This design comes from an exercise in tuning for small area, a short achievable clock period and few clock cycles per item on the open sky130 flow, not from production work. No run shown here included a check of the RTL's function; only the layout flow was run.

## flow/design.v (module list and top-level ports; edited modules follow where they fit)
// module fir_1: 2235 lines
// module fir_fa: 4 lines
// module fir_ha: 4 lines
module fir_1(
    input clk,
    input reset_p,
    input [15:0]x,
    input act,
    output reg [15:0]y,
    output ready
    );
  // ...
==> flow/flow/run.sh <==
#!/bin/bash
set -euo pipefail
bash standard.sh SETUP_SLACK_MARGIN=5.6 finish > standard.log 2>&1
==> flow/standard.sh <==
#!/bin/bash
# synth_recipe.tcl (not shown) runs the flow's synth.tcl, then flattens the netlist and writes it again
# the make line also repeats each setting of config.mk as NAME=value (left out here)
make -C /OpenROAD-flow-scripts/flow DESIGN_CONFIG=/design/flow/config.mk WORK_HOME=/design/flow/orfs CLKGATE_MAP_FILE= SYNTH_SCRIPT=/design/flow/synth_recipe.tcl "${@:-finish}"
==> flow/config.mk <==
export PLATFORM = sky130hd
export DESIGN_NAME = fir_1
export DESIGN_NICKNAME = fir_1
export VERILOG_FILES = /design/flow/design.v
export SDC_FILE = /design/flow/constraint.sdc
export NUM_CORES = 4
export LEC_CHECK = 0
export ABC_AREA = 1
export CAP_MARGIN = 20
export CORE_MARGIN = 2
export CORE_UTILIZATION = 40
export CTS_BUF_LIST = sky130_fd_sc_hd__clkbuf_16
export CTS_CLUSTER_DIAMETER = 150
export CTS_CLUSTER_SIZE = 20
export SLEW_MARGIN = 20
export SYNTH_HIERARCHICAL = 1
export SYNTH_MINIMUM_KEEP_SIZE = 0
==> flow/constraint.sdc <==
create_clock -name core_clock -period 10.0 [get_ports {clk}]
set_input_delay 2.0000 -clock core_clock [delete_from_list [all_inputs] [get_ports {clk}]]
set_output_delay 2.0000 -clock core_clock [all_outputs]
set_load 0.01 [all_outputs]
==> flow_metrics.env, run 1 <==
export IMPL_status="no timing/DRC/antenna violations"
export IMPL_synth_top_family_by_area="adder cells"
export IMPL_io_buffers=34
export IMPL_muxShareOfSynthArea_pct=0
export IMPL_clk_latency_ns=0.57
export IMPL_reg2reg_from="h3[4]$_DFFE_PP0P_"
export IMPL_nClkBuffers=19
export IMPL_n_fill_cell=6105
export IMPL_rsz0062_at_grt="yes"
export IMPL_tightest_slew_ns=1.04
export IMPL_overflow=0
export IMPL_postCtsHoldBufs=0
export IMPL_synth_distinct_cells=36
export IMPL_area_growth_synth_to_final_pct=12.0
export IMPL_taps=855
export IMPL_dp_cells=3368
export IMPL_netlist_top_cells_count="nand2_1 (772), fa_1 (526), inv_1 (365), dfrtp_1 (261), o21ai_0 (198)"
export IMPL_place_congestion=0.949
export IMPL_coreArea_sq_um=64200
export IMPL_multi_input_gates=1790
export IMPL_syn_area_per_cell_sq_um=10.2
export IMPL_avgRoutedWirePerCell_um=20.4
export IMPL_drive_gt1_share_pct=14.1
export IMPL_design_area_sq_um=29000
export IMPL_grt_antenna_before_repair=1
export IMPL_reg2reg_slack_ns=5.61
export IMPL_path_cells="buf_12, buf_6, fa_1, fa_2, fa_2, fa_1, fa_2, inv_2, fa_1, inv_1, fa_2, fa_1, nand2_1, o21ai_1"
export IMPL_synth_top_area_share_pct=40.6
export IMPL_synth_seq_area_share_pct=29.5
export IMPL_grt_pass1_wl_um=113000
export IMPL_grt_busiest_layer="met2"
export IMPL_timing_critical_path_from="h3[4]$_DFFE_PP0P_"
export IMPL_post_route_drc_count=0
export IMPL_regArea_sq_um=7720
export IMPL_arrival_ns=4.86
==> run 2, diff against run 1 <==
==> flow/run.sh (new file) <==
#!/bin/bash
# synth_recipe.tcl (not shown) runs the flow's synth.tcl, then flattens the netlist and writes it again
# the make line also repeats each setting of config.mk as NAME=value (left out here)
make -C /OpenROAD-flow-scripts/flow DESIGN_CONFIG=/design/flow/config.mk WORK_HOME=/design/flow/orfs CLKGATE_MAP_FILE= SYNTH_SCRIPT=/design/flow/synth_recipe.tcl finish
--- a/flow/config.mk
+++ b/flow/config.mk
@@ -12,6 +12,7 @@
 export CTS_BUF_LIST = sky130_fd_sc_hd__clkbuf_16
 export CTS_CLUSTER_DIAMETER = 150
 export CTS_CLUSTER_SIZE = 20
+export SETUP_SLACK_MARGIN = 5
 export SLEW_MARGIN = 20
 export SYNTH_HIERARCHICAL = 1
 export SYNTH_MINIMUM_KEEP_SIZE = 0
removed: flow/flow/run.sh
removed: flow/standard.sh
==> run 2 against run 1 <==
Still clean. Clock skew is 0.0022 ns higher. Global-route usage is 0.73 points lower. Via count is 2.2% lower. Register-to-register slack worse by 0.43 ns. Worst hold slack worse by 0.0011 ns. Critical path type is now input port to flop.
==> flow_metrics.env, run 2 <==
export IMPL_status="no timing/DRC/antenna violations"
export IMPL_yosysWarnings=7
export IMPL_drv_cap=0
export IMPL_grt_pass1_wl_um=110000
export IMPL_clk_latency_ns=0.57
export IMPL_syn_inst=2530
export IMPL_drtIter0Drc=1313
export IMPL_cp_required_ns=10.45
export IMPL_post_route_drc_count=0
export IMPL_synth_nets=3156
export IMPL_period_share_pct=49.3
export IMPL_cts_sinks=303
export IMPL_clock_skew_ns=0.0428
export IMPL_reg2reg_slack_ns=5.18
export IMPL_syn_area_per_cell_sq_um=10.2
export IMPL_mostFrequentLayoutCells="nand2_1 (772), fa_1 (525), inv_1 (374)"
export IMPL_crit_cells=15
export IMPL_die_h_um=259
export IMPL_layout_commonest_cell="nand2_1"
export IMPL_fmax_mhz=203
export IMPL_top_register="rs"
export IMPL_cp_start_kind="input port"
export IMPL_worst_path_buf_inv=4
export IMPL_endpoint_kind="flop"
export IMPL_syn_area_sq_um=25900
export IMPL_vias=16835
export IMPL_drt_wl_total_um=68400
export IMPL_synth_distinct_cells=36
export IMPL_dp_hpwl_um=54500
export IMPL_dr_pass1_iters=7
export IMPL_ff2ff_path_depth=10
export IMPL_path_clk_slew_ns=0.11
export IMPL_grt_pass1_vias=18821
export IMPL_drive_gt1_share_pct=4.32
export IMPL_cts_max_path_buffers=3
export IMPL_nets=3161
export IMPL_reg2reg_from="h3[6]$_DFFE_PP0P_"
export IMPL_report_final_slew_viol_count=0
export IMPL_gr_usage_all_layers_pct=21.6
export IMPL_coreArea_sq_um=64200
export IMPL_timing_critical_path_from="x[10]"
export IMPL_utilization_pct=43.1
export IMPL_htreeDepth=1
export IMPL_yosysTopAreaCell="fa_1"
export IMPL_grt_max_degree=153
export IMPL_antenna_cells=0
export IMPL_synthMostInstantiatedCell="nand2_1"
export IMPL_hp_class="flop to flop"
export IMPL_synth_edf_count=0
export IMPL_crit_top_cell="nand2_1"
export IMPL_io_buffers=34
export IMPL_num_rows=93
export IMPL_place_congestion=0.949
export IMPL_critPathSlowestCell="dlygate4sd2_1"
export IMPL_cp_endpoint="y[14]$_DFFE_PP0P_"
export IMPL_finalSetupViolCount=0
export IMPL_io_pin_count=36
export IMPL_cts_root_buf="clkbuf_16"
export IMPL_finalHoldViolCount=0
export IMPL_fin_setup_tns_ns=0
export IMPL_area_growth_synth_to_final_pct=6.92
export IMPL_overflow=0
export IMPL_top_regs="rs: 31 flops, qs: 23 flops, rc: 20 flops"
export IMPL_critical_path_top_delay_family="adder cells"
export IMPL_fin_crit_ns=4.93
export IMPL_slew_headroom_pct=30.4
export IMPL_tightest_slew_ns=1.04
export IMPL_avgRoutedWirePerCell_um=20.1
export IMPL_ant_nets=0
export IMPL_cts_tree="done"
export IMPL_start_util_pct=40.4
export IMPL_synth_top_area_share_pct=40.6
export IMPL_synth_main_ff_cell="dfrtp_1"
export IMPL_arrival_ns=5.38
export IMPL_async_flop_share_pct=100
export IMPL_die_x_um=259
export IMPL_synth_seq_area_share_pct=29.5
export IMPL_numCtsBuffers=19
export IMPL_rsz0062_at_grt="yes"
export IMPL_vias_per_cell=4.95
export IMPL_grt_antenna_before_repair=0
export IMPL_ys_ff_latch=303
export IMPL_cp_max_fo=9
export IMPL_path_cells="dlygate4sd2_1, fa_1, fa_1, inv_1, ha_1, nand2_1, inv_1, nand2_1, inv_1, a21oi_1, nand2_1, nand2_1, nand3_1, nand3_1, nand2_1"
export IMPL_yosys_top_cells_area="fa_1 (41%), dfrtp_1 (25%), nand2_1 (11%)"
export IMPL_path_class="input port to flop"
export IMPL_rr_endpoint="rs[20]$_DFFE_PP1P_"
export IMPL_max_stage_delay_ns=0.78
export IMPL_die_area_sq_um=66900
export IMPL_largest_register_ffs=31
export IMPL_netlist_top_cells_count="nand2_1 (772), fa_1 (526), inv_1 (365), dfrtp_1 (261), o21ai_0 (198)"
[run 2: layer usage]
layer  share of wire, %  wire (um)  GRT usage [%]
met1                 44      30200           29.4
met2                 48      32700           36.2
met3                4.8       3250           2.93
met4                3.3       2260           6.58
met5                  0          0              0
[run 2: cells by family (layout without fill, tap and decap cells)]
group                      Yosys count  count (layout)  synth area share [%]
AOI/OAI and AO/OA                  250             250                  4.96
xor gates and xnor gates             4               4                 0.135
adders and majority gates          607             607                  44.5
buffers and inverters              437             455                  6.78
DFF                                303             303                  29.5
other                                1               1                0.0145
and+or+nand+nor                    928             928                  14.1
[run 2: cell type report]
type	count	area (sq um)
Clock buffer	19	475
Clock inverter	15	75.1
Fill cell	6191	36500
Inverter	367	1390
Multi-Input combinational cell	1790	16500
Sequential cell	303	7640
Tap cell	855	1070
Timing Repair Buffer	54	531
[run 2: stage by stage]
step / area [sq um] / instances / setup slack [ns] / hold slack, ns
2_1_floorplan: 25900 / 2530 / 4.01 / 0.442
3_3_place_gp: 27100 / 3368 / 4.24 / 0.454
3_5_place_dp: 27100 / 3368 / 4.20 / 0.462
4_1_cts: 27700 / 3402 / 5.04 / 0.476
5_1_grt: 27700 / 3403 / 4.95 / 0.493
6_report: 27700 / 3403 / 5.07 / 0.475
[run 2: tightest hold or removal path, cell delays in order (launching register included)]
cell	delay, ns
dfrtp_1	0.34
nand2_1	0.05
nand2_1	0.05
[run 2: what timing repair did]
| action | 4_1_cts | 5_1_grt |
|---|---|---|
| resized for setup | 5 | 8 |
| hold buffers | 0 | 0 |
| buffers inserted | 0 | 0 |
| endpoints found under the setup margin | 13 | 19 |
[run 2: Yosys stat by module (local to each module, per instance)]
module / cells inside / cell area (sq um) / copies in the design
fir_1: 1969 / 15000 / 1
fir_fa: 1 / 20.0 / 525
fir_ha: 1 / 12.5 / 36
[run 2: how the worst min path moves through the flow]
stage,startpoint,to,cells past startpoint
floorplan,h2[0]$_DFFE_PP0P_,h2[0]$_DFFE_PP0P_,2
global route,qs[7]$_DFFE_PP1P_,qs[7]$_DFFE_PP1P_,2
global placement,h2[4]$_DFFE_PP0P_,h2[4]$_DFFE_PP0P_,2
CTS,qs[12]$_DFFE_PP1P_,qs[12]$_DFFE_PP1P_,2
detailed placement,qs[12]$_DFFE_PP1P_,qs[12]$_DFFE_PP1P_,2
finish,h2[4]$_DFFE_PP0P_,h2[4]$_DFFE_PP0P_,2
==> run 3, diff against run 2 <==
==> flow/flow/run.sh (new file) <==
#!/bin/bash
set -euo pipefail
bash standard.sh SETUP_SLACK_MARGIN=6.0 finish > standard.log 2>&1
==> flow/standard.sh (new file) <==
#!/bin/bash
# synth_recipe.tcl (not shown) runs the flow's synth.tcl, then flattens the netlist and writes it again
# the make line also repeats each setting of config.mk as NAME=value (left out here)
make -C /OpenROAD-flow-scripts/flow DESIGN_CONFIG=/design/flow/config.mk WORK_HOME=/design/flow/orfs CLKGATE_MAP_FILE= SYNTH_SCRIPT=/design/flow/synth_recipe.tcl "${@:-finish}"
--- a/flow/config.mk
+++ b/flow/config.mk
@@ -12,7 +12,6 @@
 export CTS_BUF_LIST = sky130_fd_sc_hd__clkbuf_16
 export CTS_CLUSTER_DIAMETER = 150
 export CTS_CLUSTER_SIZE = 20
-export SETUP_SLACK_MARGIN = 5
 export SLEW_MARGIN = 20
 export SYNTH_HIERARCHICAL = 1
 export SYNTH_MINIMUM_KEEP_SIZE = 0
removed: flow/run.sh
==> run 3 against run 2 <==
Sequential share of layout area down 2.2 points. Worst setup slack improved by 0.54 ns. Die area unchanged. Cell area grew 10%. Worst hold slack about the same. Routed wire length grew 5.5%. Non-clock buffer count grew 143. Via count increased by 4.3%. Clock skew fell by 0.010 ns. Critical path depth fell by 4. Critical path type is now flop to flop. Largest cell class unchanged.
==> flow_metrics.env, run 3 <==
export IMPL_synth_top_area_share_pct=40.6
export IMPL_mostFrequentLayoutCells="nand2_1 (706), fa_1 (374), inv_1 (339)"
export IMPL_die_area_sq_um=66900
export IMPL_finalHoldViolCount=0
export IMPL_dr_pass1_iters=5
export IMPL_drive_gt1_share_pct=24.3
export IMPL_synth_distinct_cells=36
export IMPL_avgRoutedWirePerCell_um=20.3
export IMPL_ys_ff_latch=303
export IMPL_yosysTopAreaCell="fa_1"
export IMPL_hold_slack_ns=0.475
export IMPL_grt_pass1_vias=19107
export IMPL_cp_required_ns=10.46
export IMPL_worst_hold_path_endpoint="h2[5]$_DFFE_PP0P_"
export IMPL_synth_main_ff_cell="dfrtp_1"
export IMPL_io_buffers=34
export IMPL_reg2reg_slack_ns=5.62
export IMPL_syn_area_sq_um=25900
export IMPL_clk_latency_ns=0.56
export IMPL_tightest_slew_ns=1.23
export IMPL_nets=3304
export IMPL_top_regs="rs: 31 flops, qs: 23 flops, rc: 20 flops"
export IMPL_ff2ff_path_depth=11
export IMPL_worst_hold_startpoint="h2[5]$_DFFE_PP0P_"
export IMPL_hold_path_depth=2
export IMPL_htreeDepth=1
export IMPL_netlist_top_cells_count="nand2_1 (772), fa_1 (526), inv_1 (365), dfrtp_1 (261), o21ai_0 (198)"
export IMPL_antenna_cells=0
export IMPL_drt_wl_total_um=72200
export IMPL_rsz0062_at_grt="yes"
export IMPL_fmax_mhz=228
export IMPL_layoutNonFillerInstCount=3546
export IMPL_cts_sinks=303
export IMPL_async_flop_share_pct=100
export IMPL_finalSetupViolCount=0
export IMPL_path_class="flop to flop"
export IMPL_area_growth_synth_to_final_pct=17.8
export IMPL_start_util_pct=40.4
export IMPL_die_h_um=259
export IMPL_largest_register_ffs=31
export IMPL_cp_max_fo=5
export IMPL_io_pin_count=36
export IMPL_grt_max_degree=213
export IMPL_yosys_top_cells_area="fa_1 (41%), dfrtp_1 (25%), nand2_1 (11%)"
export IMPL_slew_headroom_pct=18.0
export IMPL_coreArea_sq_um=64200
export IMPL_vias=17565
export IMPL_place_congestion=0.908
export IMPL_synth_compound_area_share_pct=4.96
export IMPL_dp_hpwl_um=53000
export IMPL_synth_top_family_by_area="adder cells"
export IMPL_synth_nets=3156
export IMPL_fin_setup_tns_ns=0
export IMPL_top_register="rs"
export IMPL_postLayoutSetupSlackWorst_ns=5.62
export IMPL_period_share_pct=43.8
export IMPL_drtIter0Drc=1403
export IMPL_cts_tree="done"
export IMPL_arrival_ns=4.84
export IMPL_muxShareOfSynthArea_pct=0
export IMPL_place_ws_ns=4.47
export IMPL_reg2reg_from="p3[4]$_DFFE_PP0P_"
export IMPL_cts_root_buf="clkbuf_16"
export IMPL_syn_area_per_cell_sq_um=10.2
export IMPL_fin_crit_ns=4.38
export IMPL_post_route_drc_count=0
export IMPL_layout_commonest_cell="nand2_1"
export IMPL_yosysWarnings=7
export IMPL_status="no timing/DRC/antenna violations"
export IMPL_grt_pass1_wl_um=114000
export IMPL_endpoint_kind="flop"
export IMPL_report_final_slew_viol_count=0
export IMPL_postCtsHoldBufs=0
export IMPL_synth_adder_area_share_pct=44.5
export IMPL_die_x_um=259
export IMPL_hp_class="flop to flop"
export IMPL_synthMostInstantiatedCell="nand2_1"
export IMPL_syn_inst=2530
export IMPL_ant_nets=0
export IMPL_drv_cap=0
export IMPL_n_fill_cell=5970
export IMPL_utilization_pct=47.5
export IMPL_synth_edf_count=0
export IMPL_synth_xor_area_share_pct=0.135
export IMPL_numCtsBuffers=19
export IMPL_clock_skew_ns=0.0323
export IMPL_synth_simple_area_share_pct=14.1
export IMPL_grt_antenna_before_repair=0
export IMPL_overflow=0
export IMPL_synth_seq_area_share_pct=29.5
export IMPL_num_rows=93
export IMPL_gr_usage_all_layers_pct=22.4
export IMPL_cts_max_path_buffers=3
export IMPL_dp_cells=3367
export IMPL_path_clk_slew_ns=0.09
export IMPL_rr_endpoint="rs[20]$_DFFE_PP1P_"
export IMPL_vias_per_cell=4.95
export IMPL_cp_start_kind="flop"
## run 3: cell count changes in the layout (fill, tap and decap cells not counted), sizes merged
| cell | change |
|---|---|
| clkdlybuf4s15 | +1 |
| clkbuf | +4 |
| dlygate4sd2 | -2 |
| clkinvlp | +2 |
| clkdlybuf4s50 | -11 |
| inv | -2 |
| buf | +151 |
## run 3: critical path: stages, from the launching register on
cell	delay (ns)
dfrtp_2	0.53
fa_2	0.40
fa_2	0.36
fa_1	0.53
fa_2	0.46
fa_2	0.55
inv_2	0.05
fa_2	0.37
fa_2	0.37
fa_1	0.49
nand2_1	0.06
o21ai_1	0.13
## run 3: logic make-up after synthesis
group / after synthesis
buffers and inverters: 437
other: 1
adders and majority gates: 607
and+or+nand+nor: 928
xor gates and xnor gates: 4
AOI/OAI and AO/OA: 250
DFF: 303
## run 3: what timing repair did
| action | CTS | global route |
|---|---|---|
| setup buffers | 97 | 48 |
| setup endpoints to repair | 164 | 144 |
| gates resized for setup | 423 | 135 |
| pin swaps | 139 | 98 |
## run 3: through the flow
stage	area (sq um)
after floorplan	26200
after global placement	27400
after detailed placement	27400
after CTS	29800
after global routing	30500
final	30500
## run 3: how the worst max path moves through the flow
stage                                  from            endpoint  slack (ns)  depth (start not counted)
after floorplan                     reset_p   h0[0]$_DFFE_PP0P_        4.01                          1
after global placement                 x[4]   y[14]$_DFFE_PP0P_        4.47                         15
after detailed placement               x[4]   y[14]$_DFFE_PP0P_        4.47                         15
after CTS                 p4[0]$_DFFE_PP0P_  rs[17]$_DFFE_PP0P_        5.64                         11
after global routing      h3[4]$_DFFE_PP0P_  rs[20]$_DFFE_PP1P_        5.51                         11
final                     p3[4]$_DFFE_PP0P_  rs[20]$_DFFE_PP1P_        5.62                         11
## run 3: layout make-up
type / count / area (sq um) / area share (%)
multi-input cells: 1790 / 17800 / 58.1
flip-flops and latches: 303 / 7750 / 25.4
repair buffers: 197 / 1940 / 6.37
inverters: 367 / 1470 / 4.80
well taps: 855 / 1070 / 3.50
clock buffers: 19 / 475 / 1.56
clock inverters: 15 / 77.6 / 0.254
## run 3: layer usage
metal	track usage (%)	up-vias	share of wire, %
li1	-	7955	-
met5	0	-	0
met1	31.1	9082	45
met3	3.17	108	5.0
met2	37.3	420	48
met4	5.31	0	2.6
## run 3: modules after synthesis, one instance, submodules excluded
module  cells inside  flip-flops and latches
fir_1           1969                     303
fir_fa             1                       0
fir_ha             1                       0
==> run 4, diff against run 3 <==
==> flow/flow/run.sh (replaced) <==
#!/bin/bash
set -euo pipefail
bash standard.sh SETUP_SLACK_MARGIN=6.4 finish > standard.log 2>&1
==> run 4 against run 3 <==
Flip-flop and latch count is the same. Area after synthesis is the same. First-iteration DRC count shrank 3.8%.
==> flow_metrics.env, run 4 <==
export IMPL_antenna_cells=0
export IMPL_die_h_um=259
export IMPL_numCtsBuffers=19
export IMPL_cts_sinks=303
export IMPL_syn_area_per_cell_sq_um=10.2
export IMPL_io_pin_count=36
export IMPL_top_register="rs"
export IMPL_arrival_ns=4.86
export IMPL_path_class="flop to flop"
export IMPL_yosys_top_cells_area="fa_1 (41%), dfrtp_1 (25%), nand2_1 (11%)"
export IMPL_yosysTopAreaCell="fa_1"
export IMPL_clk_latency_ns=0.56
export IMPL_drv_cap=0
export IMPL_layout_commonest_cell="nand2_1"
export IMPL_netlist_top_cells_count="nand2_1 (772), fa_1 (526), inv_1 (365), dfrtp_1 (261), o21ai_0 (198)"
export IMPL_post_route_drc_count=0
export IMPL_top_regs="rs: 31 flops, qs: 23 flops, rc: 20 flops"
export IMPL_ant_nets=0
export IMPL_status="no timing/DRC/antenna violations"
export IMPL_hp_class="flop to flop"
export IMPL_clock_skew_ns=0.0362
export IMPL_synth_distinct_cells=36
export IMPL_mostFrequentLayoutCells="nand2_1 (704), fa_1 (337), inv_1 (321)"
export IMPL_report_final_slew_viol_count=0
export IMPL_overflow=0
export IMPL_synth_nets=3156
export IMPL_period_share_pct=43.7
export IMPL_drt_wl_total_um=72400
export IMPL_cts_max_path_buffers=3
export IMPL_endpoint_kind="flop"
export IMPL_dp_hpwl_um=53500
export IMPL_cp_required_ns=10.48
export IMPL_die_area_sq_um=66900
export IMPL_slew_headroom_pct=27.1
export IMPL_drive_gt1_share_pct=27.4
export IMPL_async_flop_share_pct=100
export IMPL_io_buffers=34
export IMPL_synth_top_area_share_pct=40.6
export IMPL_htreeDepth=1
export IMPL_drtIter0Drc=1349
export IMPL_avgRoutedWirePerCell_um=20.4
export IMPL_grt_pass1_vias=19273
export IMPL_cp_start_kind="flop"
export IMPL_num_rows=93
export IMPL_area_growth_synth_to_final_pct=18.6
export IMPL_synthMostInstantiatedCell="nand2_1"
export IMPL_postCtsHoldBufs=0
export IMPL_grt_pass1_wl_um=113000
export IMPL_cts_tree="done"
export IMPL_vias_per_cell=4.97
export IMPL_vias=17649
export IMPL_finalSetupViolCount=0
export IMPL_synth_edf_count=0
export IMPL_synth_seq_area_share_pct=29.5
export IMPL_start_util_pct=40.4
export IMPL_synth_main_ff_cell="dfrtp_1"
export IMPL_hold_slack_ns=0.476
export IMPL_fin_crit_ns=4.37
export IMPL_die_x_um=259
export IMPL_path_clk_slew_ns=0.09
export IMPL_rsz0062_at_grt="yes"
export IMPL_syn_inst=2530
export IMPL_ys_ff_latch=303
export IMPL_largest_register_ffs=31
export IMPL_fin_setup_tns_ns=0
export IMPL_utilization_pct=47.9
export IMPL_yosysWarnings=7
export IMPL_nets=3313
export IMPL_reg2reg_slack_ns=5.63
export IMPL_tightest_slew_ns=1.09
export IMPL_coreArea_sq_um=64200
export IMPL_grt_antenna_before_repair=0
export IMPL_gr_usage_all_layers_pct=22.4
export IMPL_place_congestion=0.927
export IMPL_cp_max_fo=4
export IMPL_finalHoldViolCount=0
export IMPL_grt_max_degree=191
export IMPL_fmax_mhz=229
export IMPL_syn_area_sq_um=25900
export IMPL_dr_pass1_iters=5
export IMPL_cts_root_buf="clkbuf_16"
==> run 4: per-layer routing <==
layer	global-route usage, %	routed length (um)	up-vias	share of wire, %
met5	0	0	-	0
met4	6.45	2010	0	2.8
met3	3.38	3790	104	5.2
met2	37.9	35600	438	49
met1	30.1	31100	9148	43
li1	-	-	7959	-
==> run 4: per-stage QoR <==
stage | instance area [sq um] | std cells | worst slack [ns]
after floorplan | 26300 | 2530 | 4.01
after global placement | 27400 | 3366 | 4.34
after detailed placement | 27400 | 3366 | 4.31
after CTS | 30200 | 3524 | 5.63
after global routing | 30800 | 3554 | 5.51
final | 30800 | 3554 | 5.63
==> run 4: critical path, stage by stage, from the launching register on <==
cell,delay [ns]
dfrtp_2,0.48
buf_12,0.16
fa_1,0.47
fa_2,0.38
fa_2,0.35
fa_1,0.46
fa_2,0.36
fa_2,0.35
fa_2,0.53
inv_2,0.04
fa_2,0.52
nand2_1,0.09
o21ai_1,0.12
==> run 4: area by class of cell <==
cell class	instances	area [sq um]
tap	855	1070
sequential	303	7750
clock inverter	14	73.8
inverter	367	1470
timing repair buffer	206	2060
clock buffer	19	475
multi-input combinational	1790	17800
fill	5844	33500
==> run 4: worst paths after layout <==
kind / start / endpoint / cells after the start
min in group asynchronous: reset_p / h1[3]$_DFFE_PP0P_ / 2
worst max register to register: h3[9]$_DFFE_PP0P_ / rs[14]$_DFFE_PP1P_ / 12
worst min register to register: h2[2]$_DFFE_PP0P_ / h2[2]$_DFFE_PP0P_ / 2
worst max-delay path: h3[9]$_DFFE_PP0P_ / rs[14]$_DFFE_PP1P_ / 12
max in group asynchronous: reset_p / h7[13]$_DFFE_PP0P_ / 3
worst min-delay path: h2[2]$_DFFE_PP0P_ / h2[2]$_DFFE_PP0P_ / 2
==> run 4: cells by family after synthesis <==
| group | Yosys count | synth area share, % |
|---|---|---|
| adder cells (fa/ha/maj) | 607 | 44.5 |
| buffers and inverters | 437 | 6.78 |
| flip-flops | 303 | 29.5 |
| XOR/XNOR | 4 | 0.135 |
| AO/OA/AOI/OAI | 250 | 4.96 |
| AND/OR/NAND/NOR | 928 | 14.1 |
| other | 1 | 0.0145 |
==> run 4: modules after synthesis (local to each module, per instance) <==
module,area [sq um],copies in the design,flip-flops and latches,cells inside
fir_1,15000,1,303,1969
fir_fa,20.0,525,0,1
fir_ha,12.5,36,0,1
==> run 4: repair_timing <==
item	CTS	global route
pin swaps	182	124
gates resized for setup	510	133
endpoints found under the setup margin	263	241
setup buffers	125	30

==> port drivers added, routing unchanged <==
Ports are ideal in the flow. The routed layouts listed here were re-timed in OpenROAD.
Step 1 sets driving cells, clkbuf_16 on the clock port and buf_2 on the other inputs (assumed; they add their load-dependent delay and slew).
Step 2 moves the port delays by t, midway between the first and last clock arrival at a register: inputs arrive t later, outputs are due t later. That takes back most of the time a late clock gives input paths.
Slacks: ideal / step 1 / step 2; pairs: ideal / step 1.
| run | t (ns) | slack for setup (ns) | latest minus earliest clock arrival (ns) |
|---|---|---|---|
| run 1 | 0.605 | 5.610 / 5.610 / 5.090 | 0.042 / 0.042 |
| run 2 | 0.611 | 5.074 / 5.070 / 4.459 | 0.044 / 0.045 |
| run 3 | 0.609 | 5.616 / 5.616 / 5.271 | 0.032 / 0.033 |
| run 4 | 0.605 | 5.627 / 5.627 / 5.297 | 0.044 / 0.043 |
After both steps setup and hold are still met in every run listed. The setup slack of run 2, which loses most, moves by -0.004 ns with the drivers and by -0.615 ns with both steps.
